This is an optimization exercise on Yosys and OpenROAD, whose aim is small area, a short achievable clock period and few clock cycles per item, not a production implementation.
Only simulation tests tie the RTL to the original design; equivalence was not proved.
Power figures rest on the tool's default switching activity, not on a simulated workload.

## flow/design.v (module list and top-level ports; edited modules follow where they fit)
// module PipeIntMul: 4113 lines
// module mul_fa: 3 lines
// module mul_ha: 3 lines
module PipeIntMul(
  input  [31:0] intA,
  input  [31:0] intB,
  output [63:0] longP,
  input         val_op,
  output        commit,
  output        oprand_rdy,
  input         clk,
  input         reset
);
  // ...
==> flow/run.sh <==
#!/bin/bash
# synth_recipe.tcl (not shown) runs the flow's synth.tcl, then flattens the netlist and writes it again
# the make line also repeats each setting of config.mk as NAME=value (left out here)
make -C /OpenROAD-flow-scripts/flow DESIGN_CONFIG=/design/flow/config.mk WORK_HOME=/design/flow/orfs CLKGATE_MAP_FILE= SYNTH_SCRIPT=/design/flow/synth_recipe.tcl finish
==> flow/config.mk <==
export PLATFORM = sky130hd
export DESIGN_NAME = PipeIntMul
export DESIGN_NICKNAME = PipeIntMul
export VERILOG_FILES = /design/flow/design.v
export SDC_FILE = /design/flow/constraint.sdc
export NUM_CORES = 4
export LEC_CHECK = 0
export CAP_MARGIN = 20
export CORE_MARGIN = 2
export CORE_UTILIZATION = 40
export SETUP_SLACK_MARGIN = 5
export SLEW_MARGIN = 20
export SYNTH_HIERARCHICAL = 1
export SYNTH_MINIMUM_KEEP_SIZE = 0
export TNS_END_PERCENT = 100
==> flow/constraint.sdc <==
create_clock -name core_clock -period 9.0 [get_ports {clk}]
set_input_delay 1.8000 -clock core_clock [delete_from_list [all_inputs] [get_ports {clk}]]
set_output_delay 1.8000 -clock core_clock [all_outputs]
set_load 0.01 [all_outputs]
==> results.py, run 1 <==
metrics = {
    "outcome": {
        "outcome": "no timing/DRC/antenna violations",
    },
    "cells_and_area": {
        "final_cell_mix": "xnor2_1 (568), a22oi_1 (496), fa_1 (488)",
        "num-multi-input-gates": 2171,
        "nets": 3349,
        "diodes": 2,
        "final_common_cell": "xnor2_1",
        "final-nonclk-buf-share": 0.0502,
        "seq_cell_count": 285,
    },
    "timing": {
        "worst_slack_ns": 4.97,
        "drv_slew": 0,
        "setup_viol": 0,
        "fin_crit_sh": 0.448,
        "tns_ns": 0,
    },
    "logic_synthesis": {
        "synth_edf_count": 0,
        "ys_types": 63,
        "syn_inst": 2779,
        "ys_top_cells_by_count": "xnor2_1 (568), a22oi_1 (496), fa_1 (488), dfxtp_1 (285), clkbuf_1 (271)",
        "ys.warnings.count": 7,
        "synth_top_area_frac": 0.330,
    },
    "setup_path": {
        "crit_arrival_ns": 4.43,
        "critPathBufInv": 0,
        "start_kind": "register",
        "crit_family": "adder cells",
    },
    "grt": {
        "grt_pass1_wl_mm": 156,
        "antenna_found_initial": 5,
        "met1_usage": 0.347,
    },
    "clock_tree": {
        "clock_path_buffers": 3,
        "htreeDepth": 2,
        "cts_hold_buf": 0,
        "cts_tree": "yes",
    },
    "die": {
        "tapCellCount": 959,
        "die_area_sq_mm": 0.0763,
        "core_area_sq_mm": 0.0732,
        "die_h_um": 276,
    },
    "power_and_ir_drop": {
        "power_leader": "combinational cells",
        "p_sw_mw": 7.52,
    },
    "routing": {
        "dr_wl_met2_mm": 45.8,
        "wire_per_inst_um": 28.2,
        "top_layer": "met5",
        "postRouteAntennaNets": 0,
        "wl_met1_mm": 40.8,
    },
    "placed_design": {
        "dp_hpwl_mm": 67.4,
        "placed_cells": 3620,
    },
    "hold_path": {
        "min_to": "val_r[1]",
        "hold_path.class": "reg -> reg",
    },
}
Testbench counts, summed over its fixed seeds: cycles 816, items 800.
==> run 2, diff against run 1 <==
--- a/flow/config.mk
+++ b/flow/config.mk
@@ -6,4 +6,5 @@
 export NUM_CORES = 4
 export LEC_CHECK = 0
+export ABC_AREA = 1
 export CAP_MARGIN = 20
 export CORE_MARGIN = 2
==> run 2 against run 1 <==
Clock power decreased by 4%. Power increased by 3.8%. Combinational power increased by 7%. Sequential share of layout area decreased by 1.5 points. Die area increased by 5.3%. Non-clock buffer count increased by 49. Sequential cell count unchanged. Hold slack got worse by 0.032 ns. Sequential power decreased by 7%. Critical path type unchanged.
==> results.py, run 2 <==
metrics = {
    "cells_and_area": {
        "final_common_cell": "nand2_1",
        "final_cell_mix": "nand2_1 (595), xor2_1 (560), o22ai_1 (496)",
        "reg.largest.list": "m0_r x138, p_r x64, a0_r x32",
        "fill_cells": 7542,
        "nets": 4174,
        "fin_area_sq_mm": 0.0349,
        "largest_register_ffs": 138,
        "area_growth_pct": 11.6,
        "drive_gt1_frac": 0.0695,
        "top_register": "m0_r",
    },
    "timing": {
        "rsz0062_at_grt": "yes",
        "drv_slew": 0,
        "worst_pin_slew_ns": 0.796,
        "tns_ns": 0,
        "fin_crit_sh": 0.450,
        "setup_viol": 0,
        "max_freq_mhz": 247,
        "worst_slack_ns": 4.95,
        "timing.clock.skew_ns": 0.0307,
        "finalHoldViolations": 0,
        "period_minus_slack_ns": 4.05,
        "relSlewSlack": 0.469,
    },
    "setup_path": {
        "reg2reg_to": "m0_r[87]",
        "start_kind": "register",
        "crit_path_end_kind": "register",
        "r2r_cells": 8,
        "critPathRequiredTime_ns": 9.45,
        "critPathMaxFanout": 33,
        "crit_arrival_ns": 4.50,
        "worst-setup-path-type": "reg -> reg",
        "worstReg2RegStart": "neg0_r[3]",
        "reg2reg_slack_ns": 4.95,
    },
    "logic_synthesis": {
        "yosysMostFrequentCell": "nand2_1",
        "synthArstFlopShare": 0,
        "netlist_top_cells_area": "fa_1 (31%), dfxtp_1 (18%), xor2_1 (16%)",
        "ys_seq_elements": 285,
        "ys_types": 33,
        "synthFlopType": "dfxtp_1",
        "syn_avg_cell_area_sq_um": 8.90,
        "synth_top_area_frac": 0.313,
        "syn_inst": 3509,
        "ys_seq_area_frac": 0.183,
        "ys_top_cells_by_count": "nand2_1 (595), xor2_1 (561), o22ai_1 (496), fa_1 (488), inv_1 (403)",
        "synth_area_sq_mm": 0.0312,
        "synth_edf_count": 0,
        "ys.warnings.count": 7,
        "yosys.area.top_type": "fa_1",
    },
    "die": {
        "num_io_pins": 133,
        "start_util": 0.404,
        "core.rowCount": 102,
        "die_h_um": 283,
        "die_area_sq_mm": 0.0803,
        "die_x_um": 283,
        "core_area_sq_mm": 0.0773,
    },
    "placed_design": {
        "port_buffers": 131,
        "dp_hpwl_mm": 77.2,
        "dp_slack_ns": 4.81,
        "place_congestion": 0.935,
        "dpl_cell_area_sq_mm": 0.0335,
    },
    "power_and_ir_drop": {
        "p_per_area_mw_per_mm2": 451,
        "vdd_ir_drop_max_mv": 0.235,
        "leakage_nw": 15.8,
        "p_int_mw": 7.37,
        "p_sw_mw": 8.34,
        "switching_share": 0.531,
        "seqPwrFrac": 0.144,
        "clockPowerShare": 0.093,
        "combPwrFrac": 0.762,
    },
    "hold_path": {
        "hp-start": "val_r[0]",
        "min_to": "val_r[1]",
        "hold_path.class": "reg -> reg",
        "hold_depth": 2,
    },
    "routing": {
        "wire_per_inst_um": 24.4,
        "drt_iter0_drc": 2674,
        "vias": 25800,
        "postRouteAntennaNets": 0,
        "drt_first_pass_iters": 5,
        "drc": 0,
        "via_per_inst": 5.62,
        "drt-total-wl_mm": 112,
    },
    "outcome": {
        "outcome": "no timing/DRC/antenna violations",
    },
    "grt": {
        "grt_pass1_vias": 26600,
        "gr-usage-all-layers": 0.276,
        "grt_start_max_net_pins": 43,
        "globalRouteMet3Util": 0.0867,
        "met1_usage": 0.344,
        "antenna_found_initial": 1,
        "top_usage_layer": "met2",
        "grt_use_met2": 0.425,
        "gr-total-overflow": 0,
        "grt_pass1_wl_mm": 167,
    },
    "clock_tree": {
        "cts_root_buf": "clkbuf_16",
        "clk_latency_ns": 0.58,
        "clk_pin_slew_worst_paths_ns": 0.06,
        "cts_buffers": 37,
        "cts_tree": "yes",
        "cts_hold_buf": 0,
        "htreeDepth": 2,
        "clock_path_buffers": 3,
        "numClockSinks": 285,
    },
    "flow_run": {
        "max_cap_violations": 0,
    },
}
==> run 2: what timing repair did <==
item | 4_1_cts | 5_1_grt
resized for setup | 10 | 19
setup buffers | 5 | 5
cloned | 0 | 0
setup endpoints to repair | 33 | 23
==> run 2: per-module statistics from Yosys (local to each module, per instance) <==
module | copies in the design | cells inside | cell area, sq um | flops+latches
mul_fa | 488 | 1 | 20.0 | 0
PipeIntMul | 1 | 2983 | 21000 | 285
mul_ha | 38 | 1 | 12.5 | 0
==> run 2: worst max-delay path, cell delays in order (launching register included) <==
cell,delay [ns]
dfxtp_2,0.32
buf_6,0.42
inv_1,0.37
xor2_1,0.38
fa_1,0.49
fa_1,0.42
fa_1,0.60
fa_1,0.45
fa_1,0.44
==> run 2: cells by family after synthesis <==
| group | after synthesis | share of synthesized area |
|---|---|---|
| fa+ha+maj | 581 | 0.350 |
| buf+inv | 669 | 0.0826 |
| xor+xnor | 565 | 0.158 |
| simple gates | 845 | 0.112 |
| mux | 15 | 0.00541 |
| compound gates | 548 | 0.108 |
| flops | 285 | 0.183 |
| other cells | 1 | 0.000120 |
==> run 2: metrics by stage <==
| stage | power, mW | instances | util | hold slack, ns |
|---|---|---|---|---|
| 3_3_place_gp | 13.8 | 4517 | 0.433 | 0.390 |
| 2_1_floorplan | 9.94 | 3525 | - | 0.329 |
| 6_report | 15.7 | 4593 | 0.451 | 0.403 |
| 5_1_grt | 17.2 | 4592 | 0.451 | 0.439 |
| 4_1_cts | 15.6 | 4587 | 0.449 | 0.403 |
| 3_5_place_dp | 14.0 | 4517 | 0.433 | 0.394 |
==> run 2: power by group through the flow <==
stage	sequential [mW]	combinational, mW	clock, mW
floorplan	2.25	7.69	0
global placement	2.28	11.6	0
detailed placement	2.28	11.7	0
CTS	2.26	11.8	1.51
global route	2.32	13.3	1.55
finish	2.27	12.0	1.47
==> run 2: area by class of cell <==
class | count | area, sq um | area share
antenna | 1 | 2.50 | 0.0000718
tap | 1040 | 1300 | 0.0373
clock inverter | 19 | 195 | 0.00560
timing repair buffer | 222 | 2080 | 0.0597
inverter | 409 | 1550 | 0.0446
multi-input combinational | 2571 | 23000 | 0.660
sequential | 285 | 5730 | 0.164
clock buffer | 46 | 990 | 0.0284
==> run 2: layer usage <==
layer	part of all wire	wire length, um
met4	0.059	6610
met5	0	0
met1	0.38	42300
met2	0.44	49100
met3	0.13	14300
==> run 2: worst max path at each step <==
| stage | cells past startpoint | slack [ns] | startpoint | endpoint |
|---|---|---|---|---|
| after floorplan | 10 | 5.49 | neg0_r[15] | m0_r[81] |
| after global placement | 9 | 4.82 | a0_r[31] | m0_r[65] |
| after detailed placement | 8 | 4.81 | neg0_r[13] | m0_r[50] |
| after CTS | 9 | 5.00 | one0_r[2] | m0_r[48] |
| after global routing | 9 | 4.96 | two0_r[3] | m0_r[48] |
| final | 8 | 4.95 | neg0_r[3] | m0_r[87] |
==> run 3, diff against run 2 <==
==> flow/flow/run.sh (new file) <==
#!/bin/bash
# Own layout flow: the standard ORFS flow (standard.sh, with its synthesis
# unchanged) with two knobs set on the make command line:
#  - SETUP_SLACK_MARGIN: timing repair aims this many ns below the clock period
#    (flow/margin.txt), so the achieved period is pushed down;
set -euo pipefail
MARGIN=$(cat flow/margin.txt 2>/dev/null || echo 5)
bash standard.sh SETUP_SLACK_MARGIN="$MARGIN" TNS_END_PERCENT=100 \
  BUFFER_PORTS_ARGS="-buffer_cell sky130_fd_sc_hd__buf_1" finish > flow_make.log 2>&1
==> flow/flow/margin.txt (new file) <==
5
==> flow/standard.sh (new file) <==
#!/bin/bash
# synth_recipe.tcl (not shown) runs the flow's synth.tcl, then flattens the netlist and writes it again
# the make line also repeats each setting of config.mk as NAME=value (left out here)
make -C /OpenROAD-flow-scripts/flow DESIGN_CONFIG=/design/flow/config.mk WORK_HOME=/design/flow/orfs CLKGATE_MAP_FILE= SYNTH_SCRIPT=/design/flow/synth_recipe.tcl "${@:-finish}"
--- a/flow/config.mk
+++ b/flow/config.mk
@@ -6,11 +6,9 @@
 export NUM_CORES = 4
 export LEC_CHECK = 0
-export ABC_AREA = 1
 export CAP_MARGIN = 20
 export CORE_MARGIN = 2
-export CORE_UTILIZATION = 40
-export SETUP_SLACK_MARGIN = 5
+export CORE_UTILIZATION = 60
+export CTS_BUF_LIST = sky130_fd_sc_hd__clkbuf_4 sky130_fd_sc_hd__clkbuf_8
 export SLEW_MARGIN = 20
 export SYNTH_HIERARCHICAL = 1
 export SYNTH_MINIMUM_KEEP_SIZE = 0
-export TNS_END_PERCENT = 100
removed: flow/run.sh
==> run 3 against run 2 <==
Sequential share of layout area is 2.2 points higher. Critical path type unchanged. Critical path depth is 4 higher. Critical endpoint is now p_r[59]. Via count is 9.7% lower. Final cell count is 26% lower. Largest cell class unchanged.
==> results.py, run 3 <==
metrics = {
    "routing": {
        "postRouteAntennaNets": 0,
        "wire_per_inst_um": 29.4,
        "drt_first_pass_iters": 13,
        "vias": 23300,
        "drt_iter0_drc": 3195,
        "via_per_inst": 6.82,
        "drc": 0,
        "drt-total-wl_mm": 101,
    },
    "clock_tree": {
        "numClockSinks": 285,
        "cts_tree": "yes",
        "cts_root_buf": "clkbuf_8",
        "cts_buffers": 50,
        "clk_latency_ns": 0.66,
        "clock_path_buffers": 3,
        "htreeDepth": 2,
        "clk_pin_slew_worst_paths_ns": 0.06,
    },
    "logic_synthesis": {
        "synth_edf_count": 0,
        "syn_avg_cell_area_sq_um": 10.7,
        "ys_seq_elements": 285,
        "synth_area_sq_mm": 0.0296,
        "netlist_top_cells_area": "fa_1 (33%), dfxtp_1 (19%), xnor2_1 (17%)",
        "syn_inst": 2779,
        "yosys.area.top_type": "fa_1",
        "ys.warnings.count": 7,
        "ys_top_cells_by_count": "xnor2_1 (568), a22oi_1 (496), fa_1 (488), dfxtp_1 (285), clkbuf_1 (271)",
        "synthArstFlopShare": 0,
        "yosysMostFrequentCell": "xnor2_1",
        "synthFlopType": "dfxtp_1",
        "ys_seq_area_frac": 0.193,
        "ys_types": 63,
        "synth_top_area_frac": 0.330,
    },
    "grt": {
        "gr-total-overflow": 0,
        "antenna_found_initial": 2,
        "grt_start_max_net_pins": 50,
        "grt_pass1_wl_mm": 150,
        "grt_pass1_vias": 24200,
        "gr-usage-all-layers": 0.399,
    },
    "placed_design": {
        "port_buffers": 131,
        "dp_hpwl_mm": 62.1,
        "place_congestion": 0.964,
        "placed_cells": 3326,
    },
    "timing": {
        "timing.clock.skew_ns": 0.0359,
        "drv_slew": 0,
        "setup_viol": 0,
        "worst_pin_slew_ns": 0.934,
        "fin_crit_sh": 0.434,
        "relSlewSlack": 0.377,
        "rsz0062_at_grt": "no",
        "tns_ns": 0,
        "period_minus_slack_ns": 3.91,
        "finalHoldViolations": 0,
        "max_freq_mhz": 256,
    },
    "die": {
        "die_x_um": 226,
        "die_area_sq_mm": 0.0512,
        "core_area_sq_mm": 0.0488,
        "num_io_pins": 133,
        "die_h_um": 226,
        "start_util": 0.607,
        "core.rowCount": 81,
    },
    "hold_path": {
        "hold_depth": 1,
        "hold_path.class": "reg -> reg",
        "min_to": "val_r[1]",
        "hp-start": "val_r[0]",
    },
    "setup_path": {
        "reg2reg_slack_ns": 5.09,
        "r2r_cells": 12,
        "crit_path_end_kind": "register",
        "worstReg2RegStart": "m0_r[73]",
        "crit_arrival_ns": 4.43,
        "crit_chain": "fa_1 > fa_1 > ha_1 > nand2_1 > nor2_1 > a211oi_1 > a211oi_1 > nor3_1 > o211ai_1 > a31oi_4 > mux2i_1 > nand4bb_1",
        "start_kind": "register",
        "worst-setup-path-type": "reg -> reg",
        "reg2reg_to": "p_r[59]",
        "critPathRequiredTime_ns": 9.52,
        "cpMaxStageDelayCell": "fa_1",
        "critPathMaxStageDelay_ns": 0.55,
        "critPathMaxFanout": 6,
    },
    "cells_and_area": {
        "fill_cells": 4032,
        "reg.largest.list": "m0_r x138, p_r x64, a0_r x32",
        "final_common_cell": "xnor2_1",
        "largest_register_ffs": 138,
        "multiInputGateArea_sq_mm": 0.0227,
        "drive_gt1_frac": 0.0785,
        "top_register": "m0_r",
        "nets": 3364,
        "regArea_sq_mm": 0.00588,
        "fin_cells": 3418,
        "final_cell_mix": "xnor2_1 (568), a22oi_1 (496), fa_1 (488)",
        "area_growth_pct": 6.45,
    },
    "power_and_ir_drop": {
        "p_per_area_mw_per_mm2": 468,
        "p_sw_mw": 7.48,
        "vdd_ir_drop_max_mv": 0.290,
        "seqPwrFrac": 0.166,
        "clockPowerShare": 0.093,
        "leakage_nw": 11.3,
        "p_int_mw": 7.29,
        "combPwrFrac": 0.741,
        "switching_share": 0.507,
    },
    "flow_run": {
        "max_cap_violations": 0,
    },
    "outcome": {
        "outcome": "no timing/DRC/antenna violations",
    },
}
run 3: per-layer routing:
layer | vias up | GRT usage | share of wire
met1 | 11700 | 0.530 | 0.38
met2 | 1877 | 0.574 | 0.42
met5 | - | 0.0108 | 0.0013
met4 | 6 | 0.146 | 0.039
met3 | 361 | 0.179 | 0.15
li1 | 9384 | - | -
run 3: cells by family (layout without fill, tap and decap cells):
family,after synthesis,count (layout),synth area share
fa+ha+maj,581,581,0.369
buf+inv,339,296,0.0432
compound gates,712,712,0.172
xor+xnor,602,602,0.178
other cells,1,19,0.000127
flops,285,285,0.193
simple gates,257,257,0.0446
mux,2,2,0.000676
run 3: power by group through the flow:
stage | logic (mW) | clock network (mW) | registers [mW]
after global placement | 10.3 | 0 | 2.44
final | 10.9 | 1.37 | 2.45
after CTS | 10.5 | 1.39 | 2.43
after global routing | 12.0 | 1.45 | 2.49
after detailed placement | 10.5 | 0 | 2.45
after floorplan | 7.21 | 0 | 2.28
run 3: final cells by class:
cell class | instances | share of cell area
clock buffers | 79 | 0.0323
inverters | 33 | 0.00393
clock inverters | 9 | 0.00397
well taps | 664 | 0.0263
repair buffers | 175 | 0.0263
diodes | 2 | 0.000159
flip-flops and latches | 285 | 0.186
multi-input cells | 2171 | 0.721
run 3: worst max-delay path by stage:
stage | start | endpoint | slack, ns | depth (start not counted)
after floorplan | neg0_r[0] | m0_r[81] | 5.14 | 9
after global placement | a0_r[17] | m0_r[46] | 4.98 | 7
after detailed placement | a0_r[18] | m0_r[46] | 4.91 | 7
after CTS | a0_r[6] | m0_r[46] | 5.00 | 7
after global routing | m0_r[8] | p_r[59] | 5.01 | 11
final | m0_r[73] | p_r[59] | 5.09 | 12
run 3: critical path: cells and delay by family, from the launching register on:
| family | cells | cell delay [ns] |
|---|---|---|
| multiplexers | 1 | 0.14 |
| AO/OA/AOI/OAI | 4 | 1.27 |
| AND/OR/NAND/NOR | 4 | 0.69 |
| adder cells (fa/ha/maj) | 3 | 1.34 |
| flip-flops | 1 | 0.32 |
run 3: repair_timing:
item                                    CTS  global route
hold buffers                              0             0
endpoints found under the setup margin    8            46
setup buffers                             0             2
resized for setup                        13            33
pin swaps                                 1             1
run 3: modules after synthesis (local to each module, per instance):
module	flip-flops and latches	cells
PipeIntMul	285	2253
mul_fa	0	1
mul_ha	0	1
run 3: through the flow:
step	setup slack, ns	instance area, sq um	util	hold WS (ns)	power [mW]
global route	5.01	31500	0.646	0.467	15.9
floorplan	5.14	29700	-	0.329	9.50
detailed placement	4.91	30300	0.619	0.425	12.9
global placement	4.98	30300	0.619	0.430	12.7
finish	5.09	31500	0.646	0.450	14.8
CTS	5.00	31400	0.643	0.453	14.4
==> run 4, diff against run 3 <==
==> flow/flow/margin.txt (replaced) <==
5.5
==> run 4 against run 3 <==
Highest routed layer unchanged. Clock power is 7% lower. Via count up 13%. Register-to-register slack better by 0.16 ns. Largest power group unchanged. Core utilization grew 9.7 points. Power up 8.5%. Fmax grew 4.2%. Non-clock buffer count increased by 217. Critical endpoint is now m0_r[65]. Wire length grew 21%. Sequential power fell by 6%.
==> results.py, run 4 <==
metrics = {
    "logic_synthesis": {
        "synth_simple_gate_area_frac": 0.0446,
        "synthArstFlopShare": 0,
        "synthFlopType": "dfxtp_1",
        "synth_area_sq_mm": 0.0296,
        "synth_top_area_frac": 0.330,
        "ys_seq_elements": 285,
        "ys_types": 63,
        "syn_avg_cell_area_sq_um": 10.7,
        "synth_edf_count": 0,
        "ys_seq_area_frac": 0.193,
        "netlist_top_cells_area": "fa_1 (33%), dfxtp_1 (19%), xnor2_1 (17%)",
        "synthXorXnorAreaFrac": 0.178,
        "synthAdderAreaFrac": 0.369,
        "yosys.area.top_type": "fa_1",
        "ys_top_cells_by_count": "xnor2_1 (568), a22oi_1 (496), fa_1 (488), dfxtp_1 (285), clkbuf_1 (271)",
        "yosys-mux-area-fraction": 0.000676,
        "synth_compound_area_frac": 0.172,
        "syn_inst": 2779,
        "synth_top_family_by_area": "adder cells",
        "yosysMostFrequentCell": "xnor2_1",
        "ys.warnings.count": 7,
    },
    "cells_and_area": {
        "fin_util": 0.743,
        "multiInputGateArea_sq_mm": 0.0236,
        "nets": 3580,
        "top_register": "m0_r",
        "final_cell_mix": "xnor2_1 (555), a22oi_1 (424), fa_1 (416)",
        "drive_gt1_frac": 0.213,
        "regArea_sq_mm": 0.00594,
        "largest_register_ffs": 138,
        "reg.largest.list": "m0_r x138, p_r x64, a0_r x32",
        "area_growth_pct": 22.4,
        "fin_area_sq_mm": 0.0363,
        "final_common_cell": "xnor2_1",
        "fill_cells": 3278,
    },
    "hold_path": {
        "hold_path.class": "reg -> reg",
    },
    "setup_path": {
        "worstReg2RegStart": "a0_r[27]",
        "r2r_cells": 8,
        "crit_family": "adder cells",
        "crit_chain": "buf_12 > a22oi_1 > xnor2_1 > fa_2 > fa_2 > fa_1 > fa_1 > fa_1",
        "crit_arrival_ns": 4.24,
        "crit_path_end": "m0_r[65]",
        "path_depth": 8,
        "startpoint": "a0_r[27]",
        "reg2reg_slack_ns": 5.25,
        "critPathBufInv": 1,
        "cpMaxStageDelayCell": "fa_1",
        "critPathMaxStageDelay_ns": 0.58,
        "cpMostUsedCell": "fa_1",
        "critPathRequiredTime_ns": 9.49,
        "crit_path_end_kind": "register",
        "reg2reg_to": "m0_r[65]",
        "worst-setup-path-type": "reg -> reg",
        "start_kind": "register",
        "critPathMaxFanout": 8,
    },
    "power_and_ir_drop": {
        "leakage_nw": 13.3,
        "p_per_area_mw_per_mm2": 442,
        "seqPwrFrac": 0.144,
        "p_total_mw": 16.0,
        "clockPowerShare": 0.080,
        "p_int_mw": 7.93,
        "p_sw_mw": 8.09,
        "switching_share": 0.505,
        "vdd_ir_drop_max_mv": 0.325,
        "combPwrFrac": 0.776,
    },
    "die": {
        "start_util": 0.607,
        "die_x_um": 226,
        "core.rowCount": 81,
        "die_area_sq_mm": 0.0512,
        "core_area_sq_mm": 0.0488,
        "die_h_um": 226,
        "num_io_pins": 133,
    },
    "grt": {
        "grt_pass1_wl_mm": 167,
        "antenna_found_initial": 2,
        "grt_pass1_vias": 25800,
        "gr-total-overflow": 0,
        "grt_start_max_net_pins": 43,
        "gr-usage-all-layers": 0.452,
    },
    "clock_tree": {
        "numClockSinks": 285,
        "cts_tree": "yes",
        "cts_buffers": 49,
        "clk_pin_slew_worst_paths_ns": 0.07,
        "cts_root_buf": "clkbuf_8",
        "cts_hold_buf": 0,
        "htreeDepth": 2,
        "clock_path_buffers": 3,
        "clk_latency_ns": 0.65,
    },
    "timing": {
        "timing.clock.skew_ns": 0.0385,
        "rsz0062_at_grt": "yes",
        "max_freq_mhz": 267,
        "finalHoldViolations": 0,
        "setup_viol": 0,
        "period_minus_slack_ns": 3.75,
        "relSlewSlack": 0.577,
        "worst_pin_slew_ns": 0.630,
        "tns_ns": 0,
        "worst_slack_ns": 5.25,
        "fin_crit_sh": 0.416,
        "drv_slew": 0,
    },
    "routing": {
        "vias": 26300,
        "drt_first_pass_iters": 10,
        "via_per_inst": 7.24,
        "postRouteAntennaNets": 0,
        "wire_per_inst_um": 33.5,
        "drt_iter0_drc": 4673,
        "drc": 0,
        "drt-total-wl_mm": 122,
    },
    "placed_design": {
        "dpl_cell_area_sq_mm": 0.0302,
        "dp_hpwl_mm": 62.3,
        "dp_slack_ns": 4.94,
        "port_buffers": 131,
        "place_congestion": 0.965,
    },
    "outcome": {
        "outcome": "no timing/DRC/antenna violations",
    },
    "flow_run": {
        "max_cap_violations": 0,
    },
}
-- run 4: worst min path at each step --
stage | start | end | cells past startpoint
final | val_r[0] | val_r[1] | 1
after detailed placement | val_r[0] | val_r[1] | 1
after global placement | val_r[0] | val_r[1] | 1
after CTS | val_r[0] | val_r[1] | 1
after global routing | val_r[0] | val_r[1] | 1
after floorplan | neg0_r[0] | m0_r[0] | 0
-- run 4: kinds of logic (layout without fill, tap and decap cells) --
| logic type | after synthesis | after routing |
|---|---|---|
| AO/OA/AOI/OAI | 712 | 712 |
| multiplexers | 2 | 2 |
| buffers and inverters | 339 | 506 |
| AND/OR/NAND/NOR | 257 | 257 |
| XOR/XNOR | 602 | 602 |
| other | 1 | 25 |
| flip-flops | 285 | 285 |
| adder cells (fa/ha/maj) | 581 | 581 |
-- run 4: modules after synthesis, one instance, submodules excluded --
module	area (sq um)	flip-flops and latches
PipeIntMul	19400	285
mul_fa	20.0	0
mul_ha	12.5	0
-- run 4: layout make-up --
class                      instances  share of cell area
antenna                            8            0.000552
multi-input combinational       2171               0.651
clock buffer                      75              0.0252
clock inverter                     6             0.00297
tap                              664              0.0229
inverter                          33             0.00341
timing repair buffer             392               0.130
sequential                       285               0.164
-- run 4: timing repair --
| action | in CTS | in global routing |
|---|---|---|
| buffers inserted | 140 | 66 |
| setup endpoints to repair | 110 | 80 |
| pin swaps | 16 | 102 |
| gates cloned | 7 | 13 |
| gates resized for setup | 158 | 228 |
-- run 4: per-layer routing --
metal | track usage | share of wire | up-vias
met2 | 0.628 | 0.40 | 2759
met3 | 0.234 | 0.18 | 861
met1 | 0.570 | 0.34 | 12800
met4 | 0.233 | 0.080 | 12
li1 | - | - | 9856
met5 | 0.0215 | 0.0029 | -
-- run 4: power groups by stage --
stage	registers (mW)	clock network [mW]	logic [mW]
after floorplan	2.28	0	7.22
after global placement	2.47	0	10.3
after detailed placement	2.48	0	10.5
after CTS	2.31	1.29	11.1
after global routing	2.35	1.36	13.2
final	2.30	1.28	12.4
-- run 4: stage by stage --
| stage | instances | hold slack (ns) |
|---|---|---|
| floorplan | 2795 | 0.330 |
| global placement | 3319 | 0.428 |
| detailed placement | 3319 | 0.441 |
| CTS | 3547 | 0.457 |
| global route | 3626 | 0.465 |
| finish | 3634 | 0.448 |

static timing again, ports no longer ideal:
The results above use ideal ports. As a check the final layouts listed here were re-extracted and re-timed, cells and wires unchanged.
Step 1 sets driving cells, clkbuf_16 on the clock port and buf_2 on the other inputs (assumed; they add their load-dependent delay and slew).
Step 2 also shifts input and output timing later by t, the mid clock arrival at the registers, as if the neighbouring blocks saw the same clock.
Three values: ideal, step 1, step 2; two values: the first two.
| run | t, ns | slack for setup (ns) | clock arrival spread, ns |
|---|---|---|---|
| run 1 | 0.632 | 4.971 / 4.971 / 4.971 | 0.032 / 0.032 |
| run 2 | 0.631 | 4.947 / 4.947 / 4.947 | 0.030 / 0.031 |
| run 3 | 0.701 | 5.094 / 5.094 / 5.094 | 0.036 / 0.036 |
| run 4 | 0.695 | 5.252 / 5.252 / 5.252 | 0.039 / 0.038 |
After both steps setup and hold are still met in every run listed.
